From an optimization exercise on the open Yosys and OpenROAD flow, aimed at small area, a short achievable clock period and few clock cycles per item; shortcuts taken in it are not production practice. RTL that was checked went through simulation tests only; none was proved equivalent to the original. Power figures rest on the tool's default switching activity, not on a simulated workload.

// mpadd32_shift
module mpadd32_shift (CLK, RST_N, s_out, a_in, b_in, write, start, ready);
	input CLK, RST_N;
	input [255:0] a_in, b_in;
	input write, start;
	output [256:0] s_out;
	output ready;
	localparam K  = 8;
	localparam LK = 3;   
	localparam NB = 256 / K;
	localparam L  = 5;   
	localparam LW = 2;   
	reg [255:0]  q;
	reg [NB-1:0] g;      
	reg [NB-1:0] p;      
	reg          cout;
	reg          ready;
	assign s_out = {cout, q};
	genvar j, i, l;
	wire [255:0]  wx;    
	wire [255:0]  wc;    
	wire [NB-1:0] bg;
	wire [NB-1:0] bp;
	generate
		for (j = 0; j < NB; j = j + 1) begin : add
			wire [K-1:0] x = a_in[j*K +: K] ^ b_in[j*K +: K];
			wire [K-1:0] y = a_in[j*K +: K] & b_in[j*K +: K];
			wire [K-1:0] G [0:LK];
			wire [K-1:0] P [0:LK];
			assign G[0] = y;
			assign P[0] = x;
			for (l = 0; l < LK; l = l + 1) begin : lvl
				for (i = 0; i < K; i = i + 1) begin : node
					if (i >= (1 << l)) begin : comb
						assign G[l+1][i] = G[l][i] | P[l][i] & G[l][i - (1 << l)];
						assign P[l+1][i] = P[l][i] & P[l][i - (1 << l)];
					end else begin : pass
						assign G[l+1][i] = G[l][i];
						assign P[l+1][i] = P[l][i];
					end
				end
			end
			assign wx[j*K +: K] = x;
			assign wc[j*K +: K] = {G[LK][K-2:0], 1'b0};
			assign bg[j] = G[LK][K-1];
			assign bp[j] = P[LK][K-1];
		end
	endgenerate
	wire [NB-1:0] pg [0:L];
	wire [NB-1:0] pp [0:L];
	assign pg[0] = bg;
	assign pp[0] = bp;
	generate
		for (l = 0; l < L; l = l + 1) begin : lvl
			wire [NB-1:0] gi, pi;
			if (l == LW) begin : inr
				assign gi = g;
				assign pi = p;
			end else begin : inw
				assign gi = pg[l];
				assign pi = pp[l];
			end
			for (i = 0; i < NB; i = i + 1) begin : node
				if (i >= (1 << l)) begin : comb
					assign pg[l+1][i] = gi[i] | (pi[i] & gi[i - (1 << l)]);
					assign pp[l+1][i] = pi[i] & pi[i - (1 << l)];
				end else begin : pass
					assign pg[l+1][i] = gi[i];
					assign pp[l+1][i] = pi[i];
				end
			end
		end
	endgenerate
	wire [NB:0] c = {pg[L], 1'b0};
  ...
Size in the first run: roughly 2700 cells after synthesis, ~770 I/O pins, ~22000 sq um of cells after synthesis.
clock: 5.0 ns
lec_check: 0
cap_margin: 20
core_margin: 2
core_utilization: 43
cts_cluster_diameter: 100
cts_cluster_size: 20
setup_slack_margin: 2.8
slew_margin: 20
standard.sh (not shown) runs the stock make flow with config.mk's settings and CLKGATE_MAP_FILE= SYNTH_SCRIPT=/design/flow/synth_recipe.tcl, a recipe that flattens the netlist after the stock synthesis.
==> flow/flow/run.sh <==
#!/bin/bash
# The standard layout, with the port buffers made from buf_1 cells
# instead of the default delay buffers.
set -euo pipefail
export BUFFER_PORTS_ARGS="-buffer_cell sky130_fd_sc_hd__buf_1"
bash standard.sh > standard.log 2>&1
Testbench counts at the start, summed over its fixed seeds: cycles 1,032, items 512.
Rerun with:
--- a/flow/config.mk
+++ b/flow/config.mk
@@ -9,3 +9,3 @@
 export CORE_MARGIN = 2
-export CORE_UTILIZATION = 43
+export CORE_UTILIZATION = 40
 export CTS_CLUSTER_DIAMETER = 100
Setup slack hardly moves; total power rises slightly; via count went down slightly; wire length decreases slightly; combinational power hardly moves; flip-flop and latch count does not change.
Rerun with:
--- a/flow/config.mk
+++ b/flow/config.mk
@@ -12,3 +12,3 @@
 export CTS_CLUSTER_SIZE = 20
-export SETUP_SLACK_MARGIN = 2.8
+export SETUP_SLACK_MARGIN = 2.7
 export SLEW_MARGIN = 20
=>
- The changed run passed the timing, DRC and antenna checks
- maximum frequency went down by about 4%
- via count went down by about 0.5%
- synthesized area is unchanged
- register-to-register slack is worse by 0.03 ns
- die area stays the same
- setup slack is worse by 0.087 ns
- first-iteration DRC count went down by about 5%
- non-clock buffer count went down by 9
- wire length went up by about 0.45%
- sequential share of layout area went up by 0.44 points
Rerun with:
--- a/flow/config.mk
+++ b/flow/config.mk
@@ -12,3 +12,3 @@
 export CTS_CLUSTER_SIZE = 20
-export SETUP_SLACK_MARGIN = 2.7
+export SETUP_SLACK_MARGIN = 2.85
 export SLEW_MARGIN = 20
What happened: Setup slack is better by 0.032 ns; total power rose by a few percent; wire length rose by a few percent; via count rose by a few percent.
Rerun with:
--- a/flow/config.mk
+++ b/flow/config.mk
@@ -12,3 +12,3 @@
 export CTS_CLUSTER_SIZE = 20
-export SETUP_SLACK_MARGIN = 2.85
+export SETUP_SLACK_MARGIN = 2.9
 export SLEW_MARGIN = 20
=>
- The new run went through all stages and came out clean
- hold slack got worse by 0.0047 ns
- power went up by 3.7%
- wire length is lower by 0.47%
- synthesized cell count stays the same
- via count climbs by 1.5%
- maximum frequency went up by 3.3%
- worst setup slack gains 0.071 ns

---

The RTL this note starts from:
==> flow/design.v <==
`timescale 1ns/10ps
module mpadd32_shift (CLK, RST_N, s_out, a_in, b_in, write, start, ready);
	input CLK, RST_N;
	input [255:0] a_in, b_in;
	input write, start;
	output [256:0] s_out;
	output ready;
	localparam K  = 8;
	localparam NB = 256 / K;
	reg [255:0]  q;
	reg [NB-1:0] g;      
	reg          cout;
	reg          ready;
	assign s_out = {cout, q};
	wire [NB-1:0] p;
	genvar j, i;
	generate
		for (j = 0; j < NB; j = j + 1) begin : blk
			assign p[j] = &q[j*K +: K];
		end
	endgenerate
	localparam L = $clog2(NB);
	wire [NB-1:0] pg [0:L];
	wire [NB-1:0] pp [0:L];
	assign pg[0] = g;
	assign pp[0] = p;
	generate
		for (j = 0; j < L; j = j + 1) begin : lvl
			for (i = 0; i < NB; i = i + 1) begin : node
				if ((i >> j) & 1) begin : comb
					localparam integer S = ((i >> j) << j) - 1;
					assign pg[j+1][i] = pg[j][i] | (pp[j][i] & pg[j][S]);
					assign pp[j+1][i] = pp[j][i] & pp[j][S];
				end else begin : pass
					assign pg[j+1][i] = pg[j][i];
					assign pp[j+1][i] = pp[j][i];
				end
			end
		end
	endgenerate
	wire [NB:0] c = {pg[L], 1'b0} & {(NB+1){start}};
	wire [255:0] t;
	generate
		for (j = 0; j < NB; j = j + 1) begin : inc
			for (i = 0; i < K; i = i + 1) begin : bit_
				if (j == 0) begin : first
					assign t[i] = 1'b0;
				end else if (i == 0) begin : lsb
					assign t[j*K] = c[j];
				end else begin : up
					assign t[j*K+i] = c[j] & (&q[j*K +: i]);
				end
			end
		end
	endgenerate
	wire [255:0]  ws;
	wire [NB-1:0] wg;
	generate
		for (j = 0; j < NB; j = j + 1) begin : add
			assign {wg[j], ws[j*K +: K]} = {1'b0, a_in[j*K +: K]} + {1'b0, b_in[j*K +: K]};
		end
	endgenerate
	always @(posedge CLK) begin
		q    <= write ? ws : q ^ t;
		g    <= write ? wg : (start ? {NB{1'b0}} : g);
		cout <= write ? 1'b0 : cout | c[NB];
		if (~RST_N)
			ready <= 1'b0;
		else
			ready <= start;
	end
endmodule
export LEC_CHECK = 0
export CAP_MARGIN = 20
export CORE_MARGIN = 2
export CORE_UTILIZATION = 40
export SLEW_MARGIN = 20
create_clock -name core_clock -period 5.0 [get_ports {CLK}]
Scripts as last shown in full above: flow/flow/run.sh
Change:
==> flow/run.sh (new file) <==
#!/bin/bash
# synth_recipe.tcl (not shown) runs the flow's synth.tcl, then flattens the netlist and writes it again
# the make line also repeats each setting of config.mk as NAME=value (left out here)
make -C /OpenROAD-flow-scripts/flow DESIGN_CONFIG=/design/flow/config.mk WORK_HOME=/design/flow/orfs CLKGATE_MAP_FILE= SYNTH_SCRIPT=/design/flow/synth_recipe.tcl finish
removed: flow/flow/run.sh
removed: flow/standard.sh
Effect:
- final area came out higher by 17%
- clock-buffer cell count came out lower by 2
- worst hold slack stays flat
- worst setup slack gets worse by 0.025 ns
- global-route usage came out higher by 5.2 points
- routed wire length came out higher by 20%
No functional check of the RTL was part of any run of this note.

[re-timing with driven ports]
The results above use ideal ports. As a check the final layouts listed here were re-extracted and re-timed, cells and wires unchanged.
Step 1: set_driving_cell puts a clkbuf_16 on CLK and a buf_2 on each other input, an assumption about the parent block.
Step 2 adds t to the input delays and takes it off the output delays; t is the mean of the earliest and latest rising clock arrival at the registers after step 1. Input paths then give back, and output paths get back, about the clock's delay inside the block.
a / b / c = no drivers / after step 1 / after step 2; a / b = the first two.
run | t, ns | setup WS [ns] | worst slew at a driven data input, ns
the first run of note 1 | 0.611 | 2.817 / 2.752 / 2.226 | 0.14
the second run of note 1 | 0.608 | 2.815 / 2.765 / 2.239 | 0.12
the third run of note 1 | 0.599 | 2.728 / 2.697 / 2.162 | 0.13
the fourth run of note 1 | 0.603 | 2.760 / 2.784 / 2.181 | 0.11
the fifth run of note 1 | 0.599 | 2.831 / 2.863 / 2.270 | 0.09
the first run of note 2 | 0.597 | 1.530 / 1.530 / 1.530 | 0.14
the second run of note 2 | 0.606 | 1.504 / 1.504 / 1.458 | 0.21
After both steps setup and hold are still met in every run listed. For the first run of note 1, which loses most, drivers alone change the setup slack by -0.065 ns; drivers and shift together by -0.591 ns.
